Background: an optimization exercise with open tools, aiming at small area. Do not read the settings as production practice.
Where RTL was checked, it was by simulation tests only, not by an equivalence proof against the original.
Power figures rest on the tool's default switching activity, not on a simulated workload.

==> inputs of try-garnet <==
Design VectorExec, start of the top module:
module VectorExec(clk, rst, op, imm, r1e, r2e, r1v, r2v, res_e, res_v);
	input logic clk;
	input logic rst;
	input logic [3:0] op;
	input logic [7:0] imm;
	input logic [20:0] r1e;
	input logic [20:0] r2e;
	input logic [191:0] r1v;
	input logic [191:0] r2v;
	output logic [20:0] res_e;
	output logic [191:0] res_v;
	logic en, isS, isV, mBc, mMul, mAdd, mDiv, sMov, sAdd, sSub, sMul;
	assign en   = ~op[3];
	assign sMov = en & (op[2:0] == 3'b000);
	assign mBc  = en & (op[2:0] == 3'b001);
	assign sAdd = en & (op[2:0] == 3'b010);
	assign sSub = en & (op[2:0] == 3'b011);
	assign mMul = en & (op[2:0] == 3'b100);
	assign mAdd = en & (op[2:0] == 3'b101);
	assign mDiv = en & (op[2:0] == 3'b110);
	assign sMul = en & (op[2:0] == 3'b111);
	assign isS = sMov | sAdd | sSub | sMul;
	assign isV = mBc | mMul | mAdd | mDiv;
	logic [7:0] D, Mm1, D0, hzd, bc, m1;
	assign m1 = r2e[7:0] - 8'd1;
	assign Mm1 = m1 & {8{mMul}};
	assign D0 = ~r2e[7:0] & {8{mDiv}};
	assign D = Mm1 | D0;
	assign bc = r2e[7:0] & {8{mBc}};
	logic h7;
	assign h7 = hzd[7] & ~r2e[0];
	genvar k;
	for (k = 0; k < 8; k = k + 1) begin : shc
		assign hzd[k] = mDiv & (r2e[20:8-k] == '0);
	end
	logic [20:0] bb;
	assign bb = {r2e[20:1] & {20{sMul}}, (r2e[0] & sMul) | sAdd | sSub};
	logic [7:0] Mm1g [0:4];
	genvar g;
	for (g = 0; g < 5; g = g + 1) begin : grp
		logic [3:0] bj;
		assign bj = bb[4*g +: 4];
		assign Mm1g[g] = isS ? {{4{bj == 4'd0}}, bj - 4'd1} : Mm1;
	end
	logic [191:0] vres;
	logic [87:0] prod;
	genvar l;
	for (l = 0; l < 24; l = l + 1) begin : lane
		if (l < 11) begin : sc
			localparam int J = (l < 4) ? 0 : (l < 7) ? 1 : (l < 9) ? 2 : (l < 10) ? 3 : 4;
			localparam int AO = (l == 1 || l == 5) ? 4 : (l == 2) ? 8 : (l == 3) ? 13 :
				(l == 6) ? 9 : (l == 8) ? 5 : (l == 9) ? 1 : 0;
			localparam int AW = (l == 3 || l == 6 || l == 8 || l == 9 || l == 10) ? 8 : 4;
			logic [7:0] la, lD;
			if (AW == 4) begin : a4
				assign la = isS ? {4'd0, r1e[AO +: 4]} : r2v[8*l +: 8];
			end else begin : a8
  ...
Settings: LEC_CHECK=0, CAP_MARGIN=0, CORE_MARGIN=2, CORE_UTILIZATION=50, CTS_BUF_LIST=sky130_fd_sc_hd__clkbuf_8, CTS_CLUSTER_DIAMETER=60, CTS_CLUSTER_SIZE=16, PLACE_DENSITY=0.6, SLEW_MARGIN=0, SYNTH_HIERARCHICAL=1, SYNTH_MINIMUM_KEEP_SIZE=0; clock period 45.0 ns.
standard.sh (not shown) runs the stock make flow with config.mk's settings and CLKGATE_MAP_FILE= SYNTH_SCRIPT=/design/flow/synth_recipe.tcl, a recipe that flattens the netlist after the stock synthesis.
==> flow/flow/run.sh <==
#!/bin/bash
# Own layout flow: the standard flow (standard.sh) step by step, with
# the port buffers made from the smallest buffer cell instead of the one
# buffer_ports picks by default.  Each step's full output goes to its own
# log file in the work folder.
set -euo pipefail
export BUFFER_PORTS_ARGS="-buffer_cell sky130_fd_sc_hd__buf_1"
bash standard.sh synth > synth.log 2>&1
bash standard.sh floorplan > floorplan.log 2>&1
bash standard.sh place > place.log 2>&1
bash standard.sh cts > cts.log 2>&1
bash standard.sh route > route.log 2>&1
bash standard.sh finish > finish.log 2>&1
==> inputs of try-cedar, as changes to try-garnet <==
--- a/flow/design.v
+++ b/flow/design.v
@@ -164,23 +164,45 @@
 module VE_MXI (a, b, s, y);
 	input  logic a, b, s;
 	output logic y;
 	assign y = ~(s ? b : a);
 endmodule
+module VE_LXP (a, e, sel, y);
+	input  logic a, e, sel;
+	output logic y;
+	assign y = ~(a ^ (sel & e));
+endmodule
+module VE_LXN (a, e, sel, y);
+	input  logic a, e, sel;
+	output logic y;
+	assign y = a ^ (sel & e);
+endmodule
 module VE_OUT (q, t, en, bc, y);
 	input  logic q, t, en, bc;
 	output logic y;
 	assign y = q | (t & en) | bc;
 endmodule
-module VE_Lane (a, b, D, Dn, Mm1, D0, hzd, k7, h7, mDiv, mMul, mAdd, bc, y);
+module VE_OUT2 (c, h, t, en, bc, y);
+	input  logic c, h, t, en, bc;
+	output logic y;
+	assign y = (c & h) | (t & en) | bc;
+endmodule
+module VE_SEL (a, m, c, h, y);
+	input  logic a, m, c, h;
+	output logic y;
+	assign y = (a & m) | (c & h);
+endmodule
+module VE_Lane (a, b, D, Dn, E, G1, G0, Mm1, D0, hzd, hzdn, k7, h7, mDiv, mMul, mAdd, bc, y);
 	input  logic [7:0] a;       
 	input  logic [7:0] b;       
 	input  logic [7:0] D;       
 	input  logic [7:0] Dn;      
+	input  logic E, G1, G0;     
 	input  logic [7:0] Mm1;     
 	input  logic [7:0] D0;      
 	input  logic [7:0] hzd;     
+	input  logic [7:0] hzdn;    
 	input  logic k7;            
 	input  logic h7;            
 	input  logic mDiv, mMul, mAdd;
 	input  logic [7:0] bc;      
 	output logic [7:0] y;
@@ -205,26 +227,48 @@
 		assign c[0] = NEG ? ~mDiv : mDiv;
 		for (j = 0; j < W; j = j + 1) begin : bitc
 			if (i == 0) assign yy[j] = y0[j];
 			else if (NEG) assign yy[j] = Dn[j];
 			else assign yy[j] = D[j];
-			VE_FA fa (s[j], yy[j], c[j], t[j], c[j+1]);
+			if (j == 0 && i > 0) begin : lo
+				if (NEG) assign c[1] = ~((a[i] & G1) | G0);
+				else assign c[1] = (a[i] & G1) | G0;
+			end else begin : fb
+				VE_FA fa (s[j], yy[j], c[j], t[j], c[j+1]);
+			end
 		end
-		assign q[i] = (NEG ? ~c[W] : c[W]) & hzd[i];
-		if (i > 0) begin : rn
-			logic sel;
+		logic sel;
+		if (NEG) begin : qn
+			assign q[i] = ~(c[W] | hzdn[i]);
 			assign sel = (a[i] & mMul) | q[i];
+		end else begin : qp
+			assign q[i] = c[W] & hzd[i];
+			if (i > 0) begin : sp
+				VE_SEL us (a[i], mMul, c[W], hzd[i], sel);
+			end
+		end
+		if (i > 0) begin : rn
 			for (j = 0; j < W; j = j + 1) begin : mx
-				VE_MXI m (s[j], t[j], sel, r[i][j]);
+				if (j == 0 && NEG) begin : ln
+					VE_LXN m (a[i], E, sel, r[i][j]);
+				end else if (j == 0) begin : lp
+					VE_LXP m (a[i], E, sel, r[i][j]);
+				end else begin : mm
+					VE_MXI m (s[j], t[j], sel, r[i][j]);
+				end
 			end
 			if (W < 8) assign r[i][7:W] = '0;
 		end else begin : r0
 			assign t0 = t;
 		end
 	end
 	for (j = 0; j < 8; j = j + 1) begin : yo
-		VE_OUT o (q[j], t0[j], ten, bc[j], y[j]);
+		if (j % 2 == 1 || j == 7) begin : on
+			VE_OUT o (q[j], t0[j], ten, bc[j], y[j]);
+		end else begin : op
+			VE_OUT2 o (row[j].c[8-j], hzd[j], t0[j], ten, bc[j], y[j]);
+		end
 	end
 endmodule
 module VE_HOLD (p, q, ld, hd, d);
 	input  logic p, q, ld, hd;
 	output logic d;
@@ -274,37 +318,49 @@
 		assign bj = bb[4*g +: 4];
 		assign Mm1g[g] = isS ? {{4{bj == 4'd0}}, bj - 4'd1} : Mm1;
 	end
 	logic [191:0] vres;
 	logic [87:0] prod;
+	logic [20:0] sres;
 	genvar l;
 	for (l = 0; l < 24; l = l + 1) begin : lane
-		if (l < 11) begin : sc
-			localparam int J = (l < 4) ? 0 : (l < 7) ? 1 : (l < 9) ? 2 : (l < 10) ? 3 : 4;
-			localparam int AO = (l == 1 || l == 5) ? 4 : (l == 2) ? 8 : (l == 3) ? 13 :
-				(l == 6) ? 9 : (l == 8) ? 5 : (l == 9) ? 1 : 0;
-			localparam int AW = (l == 3 || l == 6 || l == 8 || l == 9 || l == 10) ? 8 : 4;
+		if (l >= 3 && l < 14) begin : sc
+			localparam int n = l - 3;
+			localparam int J = (n < 4) ? 0 : (n < 7) ? 1 : (n < 9) ? 2 : (n < 10) ? 3 : 4;
+			localparam int AO = (n == 1 || n == 5) ? 4 : (n == 2) ? 8 : (n == 3) ? 13 :
+				(n == 6) ? 9 : (n == 8) ? 5 : (n == 9) ? 1 : 0;
+			localparam int AW = (n == 3 || n == 6 || n == 8 || n == 9 || n == 10) ? 8 : 4;
 			logic [7:0] la, lD;
 			if (AW == 4) begin : a4
 				assign la = isS ? {4'd0, r1e[AO +: 4]} : r2v[8*l +: 8];
 			end else begin : a8
 				assign la = isS ? r1e[AO +: 8] : r2v[8*l +: 8];
 			end
 			assign lD = Mm1g[J] | D0;
-			VE_Lane u (.a(la), .b(r1v[8*l +: 8]), .D(lD), .Dn(~lD), .Mm1(Mm1g[J]), .D0(D0),
-				.hzd(hzd), .k7((hzd[7] & r2e[0]) | Mm1g[J][0]), .h7(h7), .bc(bc),
+			VE_Lane u (.a(la), .b(r1v[8*l +: 8]), .D(lD), .Dn(~lD),
+				.E(lD[0] ^ mDiv), .G1(lD[0] | mDiv), .G0(lD[0] & mDiv), .Mm1(Mm1g[J]), .D0(D0),
+				.hzd(hzd), .hzdn(~hzd), .k7((hzd[7] & r2e[0]) | Mm1g[J][0]), .h7(h7), .bc(bc),
 				.mDiv(mDiv), .mMul(mMul | isS), .mAdd(mAdd),
 				.y(vres[8*l +: 8]));
-			assign prod[8*l +: 8] = vres[8*l +: 8];
+			assign prod[8*n +: 8] = vres[8*l +: 8];
 		end else begin : vc
-			VE_Lane u (.a(r2v[8*l +: 8]), .b(r1v[8*l +: 8]), .D(D), .Dn(~D), .Mm1(Mm1), .D0(D0),
-				.hzd(hzd), .k7((hzd[7] & r2e[0]) | Mm1[0]), .h7(h7), .bc(bc),
+			logic [7:0] lbc;
+			if (l < 3) begin : se
+				for (k = 0; k < 8; k = k + 1) begin : b
+					if (8*l + k < 21) assign lbc[k] = bc[k] | (sres[8*l + k] & isS);
+					else assign lbc[k] = bc[k];
+				end
+			end else begin : nse
+				assign lbc = bc;
+			end
+			VE_Lane u (.a(r2v[8*l +: 8]), .b(r1v[8*l +: 8]), .D(D), .Dn(~D),
+				.E(D[0] ^ mDiv), .G1(D[0] | mDiv), .G0(D[0] & mDiv), .Mm1(Mm1), .D0(D0),
+				.hzd(hzd), .hzdn(~hzd), .k7((hzd[7] & r2e[0]) | Mm1[0]), .h7(h7), .bc(lbc),
 				.mDiv(mDiv), .mMul(mMul), .mAdd(mAdd),
 				.y(vres[8*l +: 8]));
 		end
 	end
-	logic [20:0] sres;
 	VE_Scalar scal (.p(prod), .a(r1e), .bb(bb), .imm(imm), .sAdd(sAdd), .sSub(sSub),
 		.sMov(sMov), .y(sres));
 	logic [191:0] P;
 	logic tE, tV;
 	logic [20:0] Re;
@@ -322,11 +378,11 @@
 	end
 	for (h = 0; h < 192; h = h + 1) begin : hV
 		VE_HOLD u (P[h], Rv[h], ldV, hdV, RvD[h]);
 	end
 	always @(posedge clk) begin
-		P <= {vres[191:21], (sres & {21{isS}}) | (vres[20:0] & {21{~isS}})};
+		P <= vres;
 		tE <= ~rst & isS;
 		tV <= ~rst & isV;
 		Re <= ReD;
 		Rv <= RvD;
 	end
==> flow/config.mk (replaced) <==
export PLATFORM = sky130hd
export DESIGN_NAME = VectorExec
export DESIGN_NICKNAME = VectorExec
export VERILOG_FILES = /design/flow/design.v
export SDC_FILE = /design/flow/constraint.sdc
export NUM_CORES = 8
export LEC_CHECK = 0
export CAP_MARGIN = 10
export CORE_MARGIN = 2
export CORE_UTILIZATION = 62
export CTS_BUF_LIST = sky130_fd_sc_hd__clkbuf_8
export CTS_CLUSTER_DIAMETER = 60
export CTS_CLUSTER_SIZE = 16
export PLACE_DENSITY = 0.72
export SLEW_MARGIN = 10
export SYNTH_HIERARCHICAL = 1
export SYNTH_MINIMUM_KEEP_SIZE = 0
==> inputs of try-juniper, as changes to try-garnet <==
--- a/flow/design.v
+++ b/flow/design.v
@@ -164,35 +164,56 @@
 module VE_MXI (a, b, s, y);
 	input  logic a, b, s;
 	output logic y;
 	assign y = ~(s ? b : a);
 endmodule
+module VE_LXP (a, e, sel, y);
+	input  logic a, e, sel;
+	output logic y;
+	assign y = ~(a ^ (sel & e));
+endmodule
+module VE_LXN (a, e, sel, y);
+	input  logic a, e, sel;
+	output logic y;
+	assign y = a ^ (sel & e);
+endmodule
 module VE_OUT (q, t, en, bc, y);
 	input  logic q, t, en, bc;
 	output logic y;
 	assign y = q | (t & en) | bc;
 endmodule
-module VE_Lane (a, b, D, Dn, Mm1, D0, hzd, k7, h7, mDiv, mMul, mAdd, bc, y);
+module VE_OUT2 (c, h, t, en, bc, y);
+	input  logic c, h, t, en, bc;
+	output logic y;
+	assign y = (c & h) | (t & en) | bc;
+endmodule
+module VE_SEL (a, m, c, h, y);
+	input  logic a, m, c, h;
+	output logic y;
+	assign y = (a & m) | (c & h);
+endmodule
+module VE_Lane (a, b, D, Dn, E, G1, G0, Mm1, D0, hzd, hzdn, k7, h7, mDiv, mMul, mAdd, ten, bc, y);
 	input  logic [7:0] a;       
 	input  logic [7:0] b;       
 	input  logic [7:0] D;       
 	input  logic [7:0] Dn;      
+	input  logic E, G1, G0;     
 	input  logic [7:0] Mm1;     
 	input  logic [7:0] D0;      
 	input  logic [7:0] hzd;     
+	input  logic [7:0] hzdn;    
 	input  logic k7;            
 	input  logic h7;            
 	input  logic mDiv, mMul, mAdd;
+	input  logic ten;           
 	input  logic [7:0] bc;      
 	output logic [7:0] y;
 	logic [7:0] q;
 	logic [7:0] t0;
 	logic [7:0] y0;
-	logic ten;
 	logic [7:0] r [8:1];
 	assign y0 = (b & {8{mAdd}}) | (Mm1 & {8{a[0]}}) | D0;
-	assign ten = mMul | mAdd;
 	assign q[7] = (a[7] & hzd[7]) | h7;
 	assign r[7] = {7'd0, a[7] & ~k7};
 	genvar i, j;
 	for (i = 6; i >= 0; i = i - 1) begin : row
 		localparam int W = 8 - i;
@@ -205,26 +226,48 @@
 		assign c[0] = NEG ? ~mDiv : mDiv;
 		for (j = 0; j < W; j = j + 1) begin : bitc
 			if (i == 0) assign yy[j] = y0[j];
 			else if (NEG) assign yy[j] = Dn[j];
 			else assign yy[j] = D[j];
-			VE_FA fa (s[j], yy[j], c[j], t[j], c[j+1]);
+			if (j == 0 && i > 0) begin : lo
+				if (NEG) assign c[1] = ~((a[i] & G1) | G0);
+				else assign c[1] = (a[i] & G1) | G0;
+			end else begin : fb
+				VE_FA fa (s[j], yy[j], c[j], t[j], c[j+1]);
+			end
 		end
-		assign q[i] = (NEG ? ~c[W] : c[W]) & hzd[i];
-		if (i > 0) begin : rn
-			logic sel;
+		logic sel;
+		if (NEG) begin : qn
+			assign q[i] = ~(c[W] | hzdn[i]);
 			assign sel = (a[i] & mMul) | q[i];
+		end else begin : qp
+			assign q[i] = c[W] & hzd[i];
+			if (i > 0) begin : sp
+				VE_SEL us (a[i], mMul, c[W], hzd[i], sel);
+			end
+		end
+		if (i > 0) begin : rn
 			for (j = 0; j < W; j = j + 1) begin : mx
-				VE_MXI m (s[j], t[j], sel, r[i][j]);
+				if (j == 0 && NEG) begin : ln
+					VE_LXN m (a[i], E, sel, r[i][j]);
+				end else if (j == 0) begin : lp
+					VE_LXP m (a[i], E, sel, r[i][j]);
+				end else begin : mm
+					VE_MXI m (s[j], t[j], sel, r[i][j]);
+				end
 			end
 			if (W < 8) assign r[i][7:W] = '0;
 		end else begin : r0
 			assign t0 = t;
 		end
 	end
 	for (j = 0; j < 8; j = j + 1) begin : yo
-		VE_OUT o (q[j], t0[j], ten, bc[j], y[j]);
+		if (j % 2 == 1 || j == 7) begin : on
+			VE_OUT o (q[j], t0[j], ten, bc[j], y[j]);
+		end else begin : op
+			VE_OUT2 o (row[j].c[8-j], hzd[j], t0[j], ten, bc[j], y[j]);
+		end
 	end
 endmodule
 module VE_HOLD (p, q, ld, hd, d);
 	input  logic p, q, ld, hd;
 	output logic d;
@@ -251,10 +294,12 @@
 	assign mAdd = en & (op[2:0] == 3'b101);
 	assign mDiv = en & (op[2:0] == 3'b110);
 	assign sMul = en & (op[2:0] == 3'b111);
 	assign isS = sMov | sAdd | sSub | sMul;
 	assign isV = mBc | mMul | mAdd | mDiv;
+	logic nisS;
+	assign nisS = ~isS;
 	logic [7:0] D, Mm1, D0, hzd, bc, m1;
 	assign m1 = r2e[7:0] - 8'd1;
 	assign Mm1 = m1 & {8{mMul}};
 	assign D0 = ~r2e[7:0] & {8{mDiv}};
 	assign D = Mm1 | D0;
@@ -274,37 +319,51 @@
 		assign bj = bb[4*g +: 4];
 		assign Mm1g[g] = isS ? {{4{bj == 4'd0}}, bj - 4'd1} : Mm1;
 	end
 	logic [191:0] vres;
 	logic [87:0] prod;
+	logic [20:0] sres;
 	genvar l;
 	for (l = 0; l < 24; l = l + 1) begin : lane
-		if (l < 11) begin : sc
-			localparam int J = (l < 4) ? 0 : (l < 7) ? 1 : (l < 9) ? 2 : (l < 10) ? 3 : 4;
-			localparam int AO = (l == 1 || l == 5) ? 4 : (l == 2) ? 8 : (l == 3) ? 13 :
-				(l == 6) ? 9 : (l == 8) ? 5 : (l == 9) ? 1 : 0;
-			localparam int AW = (l == 3 || l == 6 || l == 8 || l == 9 || l == 10) ? 8 : 4;
+		if (l >= 3 && l < 14) begin : sc
+			localparam int n = l - 3;
+			localparam int J = (n < 4) ? 0 : (n < 7) ? 1 : (n < 9) ? 2 : (n < 10) ? 3 : 4;
+			localparam int AO = (n == 1 || n == 5) ? 4 : (n == 2) ? 8 : (n == 3) ? 13 :
+				(n == 6) ? 9 : (n == 8) ? 5 : (n == 9) ? 1 : 0;
+			localparam int AW = (n == 3 || n == 6 || n == 8 || n == 9 || n == 10) ? 8 : 4;
 			logic [7:0] la, lD;
-			if (AW == 4) begin : a4
-				assign la = isS ? {4'd0, r1e[AO +: 4]} : r2v[8*l +: 8];
-			end else begin : a8
-				assign la = isS ? r1e[AO +: 8] : r2v[8*l +: 8];
+			for (k = 0; k < 8; k = k + 1) begin : am
+				if (k < AW) begin : ch
+					VE_HOLD ux (r1e[AO + k], r2v[8*l + k], isS, nisS, la[k]);
+				end else begin : z
+					assign la[k] = r2v[8*l + k] & nisS;
+				end
 			end
 			assign lD = Mm1g[J] | D0;
-			VE_Lane u (.a(la), .b(r1v[8*l +: 8]), .D(lD), .Dn(~lD), .Mm1(Mm1g[J]), .D0(D0),
-				.hzd(hzd), .k7((hzd[7] & r2e[0]) | Mm1g[J][0]), .h7(h7), .bc(bc),
-				.mDiv(mDiv), .mMul(mMul | isS), .mAdd(mAdd),
+			VE_Lane u (.a(la), .b(r1v[8*l +: 8]), .D(lD), .Dn(~lD),
+				.E(lD[0] ^ mDiv), .G1(lD[0] | mDiv), .G0(lD[0] & mDiv), .Mm1(Mm1g[J]), .D0(D0),
+				.hzd(hzd), .hzdn(~hzd), .k7((hzd[7] & r2e[0]) | Mm1g[J][0]), .h7(h7), .bc(bc),
+				.mDiv(mDiv), .mMul(mMul | isS), .mAdd(mAdd), .ten(mMul | mAdd | isS),
 				.y(vres[8*l +: 8]));
-			assign prod[8*l +: 8] = vres[8*l +: 8];
+			assign prod[8*n +: 8] = vres[8*l +: 8];
 		end else begin : vc
-			VE_Lane u (.a(r2v[8*l +: 8]), .b(r1v[8*l +: 8]), .D(D), .Dn(~D), .Mm1(Mm1), .D0(D0),
-				.hzd(hzd), .k7((hzd[7] & r2e[0]) | Mm1[0]), .h7(h7), .bc(bc),
-				.mDiv(mDiv), .mMul(mMul), .mAdd(mAdd),
+			logic [7:0] lbc;
+			if (l < 3) begin : se
+				for (k = 0; k < 8; k = k + 1) begin : b
+					if (8*l + k < 21) assign lbc[k] = bc[k] | (sres[8*l + k] & isS);
+					else assign lbc[k] = bc[k];
+				end
+			end else begin : nse
+				assign lbc = bc;
+			end
+			VE_Lane u (.a(r2v[8*l +: 8]), .b(r1v[8*l +: 8]), .D(D), .Dn(~D),
+				.E(D[0] ^ mDiv), .G1(D[0] | mDiv), .G0(D[0] & mDiv), .Mm1(Mm1), .D0(D0),
+				.hzd(hzd), .hzdn(~hzd), .k7((hzd[7] & r2e[0]) | Mm1[0]), .h7(h7), .bc(lbc),
+				.mDiv(mDiv), .mMul(mMul), .mAdd(mAdd), .ten(mMul | mAdd),
 				.y(vres[8*l +: 8]));
 		end
 	end
-	logic [20:0] sres;
 	VE_Scalar scal (.p(prod), .a(r1e), .bb(bb), .imm(imm), .sAdd(sAdd), .sSub(sSub),
 		.sMov(sMov), .y(sres));
 	logic [191:0] P;
 	logic tE, tV;
 	logic [20:0] Re;
@@ -322,11 +381,11 @@
 	end
 	for (h = 0; h < 192; h = h + 1) begin : hV
 		VE_HOLD u (P[h], Rv[h], ldV, hdV, RvD[h]);
 	end
 	always @(posedge clk) begin
-		P <= {vres[191:21], (sres & {21{isS}}) | (vres[20:0] & {21{~isS}})};
+		P <= vres;
 		tE <= ~rst & isS;
 		tV <= ~rst & isV;
 		Re <= ReD;
 		Rv <= RvD;
 	end
==> flow/config.mk (replaced) <==
export PLATFORM = sky130hd
export DESIGN_NAME = VectorExec
export DESIGN_NICKNAME = VectorExec
export VERILOG_FILES = /design/flow/design.v
export SDC_FILE = /design/flow/constraint.sdc
export NUM_CORES = 8
export LEC_CHECK = 0
export CAP_MARGIN = 20
export CORE_MARGIN = 2
export CORE_UTILIZATION = 62
export CTS_BUF_LIST = sky130_fd_sc_hd__clkbuf_8
export CTS_CLUSTER_DIAMETER = 60
export CTS_CLUSTER_SIZE = 16
export PLACE_DENSITY = 0.72
export SLEW_MARGIN = 20
export SYNTH_HIERARCHICAL = 1
export SYNTH_MINIMUM_KEEP_SIZE = 0
==> qor summary <==
                                                          try-juniper       try-cedar      try-garnet
Final total power                                           0.00139 W       0.00137 W       0.00142 W
Slew at the pin closest to its max-slew limit                 1.18 ns         1.17 ns         1.25 ns
Final worst slack                                             9.64 ns        10.25 ns        11.30 ns
Min-Delay Startpoint                                            P[99]          P[123]           P[53]
Met1 usage                                                      62.7%           62.9%           54.7%
Cell Count, Final, Fillers Out                                  5,293           5,384           5,681
DRT Pass-1 Iters                                                    6               7               6
Ratio of cells with drive above 1 in the final layout           5.74%           5.82%           5.68%
Seq pwr share                                                   29.7%           30.2%           28.7%
Outcome                                                finished clean  finished clean  finished clean
Filler instances                                                5,541           5,359           8,046
Post-detail-place hpwl                                         132 mm          134 mm          144 mm
Met2 routing resource usage after global routing                72.9%           72.4%           60.4%
Instance count on the critical path                                77              77              78
Minimum setup slack after placement                           9.44 ns         9.90 ns        10.68 ns
Overall routing resource usage                                  51.6%           51.4%           41.1%
No functional check of the RTL was part of try-garnet and try-juniper.

==> afterwards: timing with drivers on the ports <==
No port has a modelled driver above. Below, the same layouts with a new extraction and two added sets of constraints. Step 1: set_driving_cell puts a clkbuf_16 on clk and a buf_2 on each other input, an assumption about the parent block. Step 2 moves the port delays by t, midway between the first and last clock arrival at a register: inputs arrive t later, outputs are due t later. That takes back most of the time a late clock gives input paths. Three values: ideal ports, drivers, drivers and shift; two values: the first two.
run | t, ns | setup WS [ns] | worst setup path after step 2 | worst register clock-pin slew, ns
try-garnet | 0.834 | 11.301 / 11.336 / 10.502 | input to register | 0.10 / 0.10
try-cedar | 0.754 | 10.251 / 10.183 / 9.428 | input to register | 0.11 / 0.11
try-juniper | 0.764 | 9.644 / 9.573 / 8.809 | input to register | 0.11 / 0.11
After both steps every run listed still meets setup and hold. The setup slack of try-juniper, which loses most, moves by -0.071 ns with the drivers and by -0.835 ns with both steps.
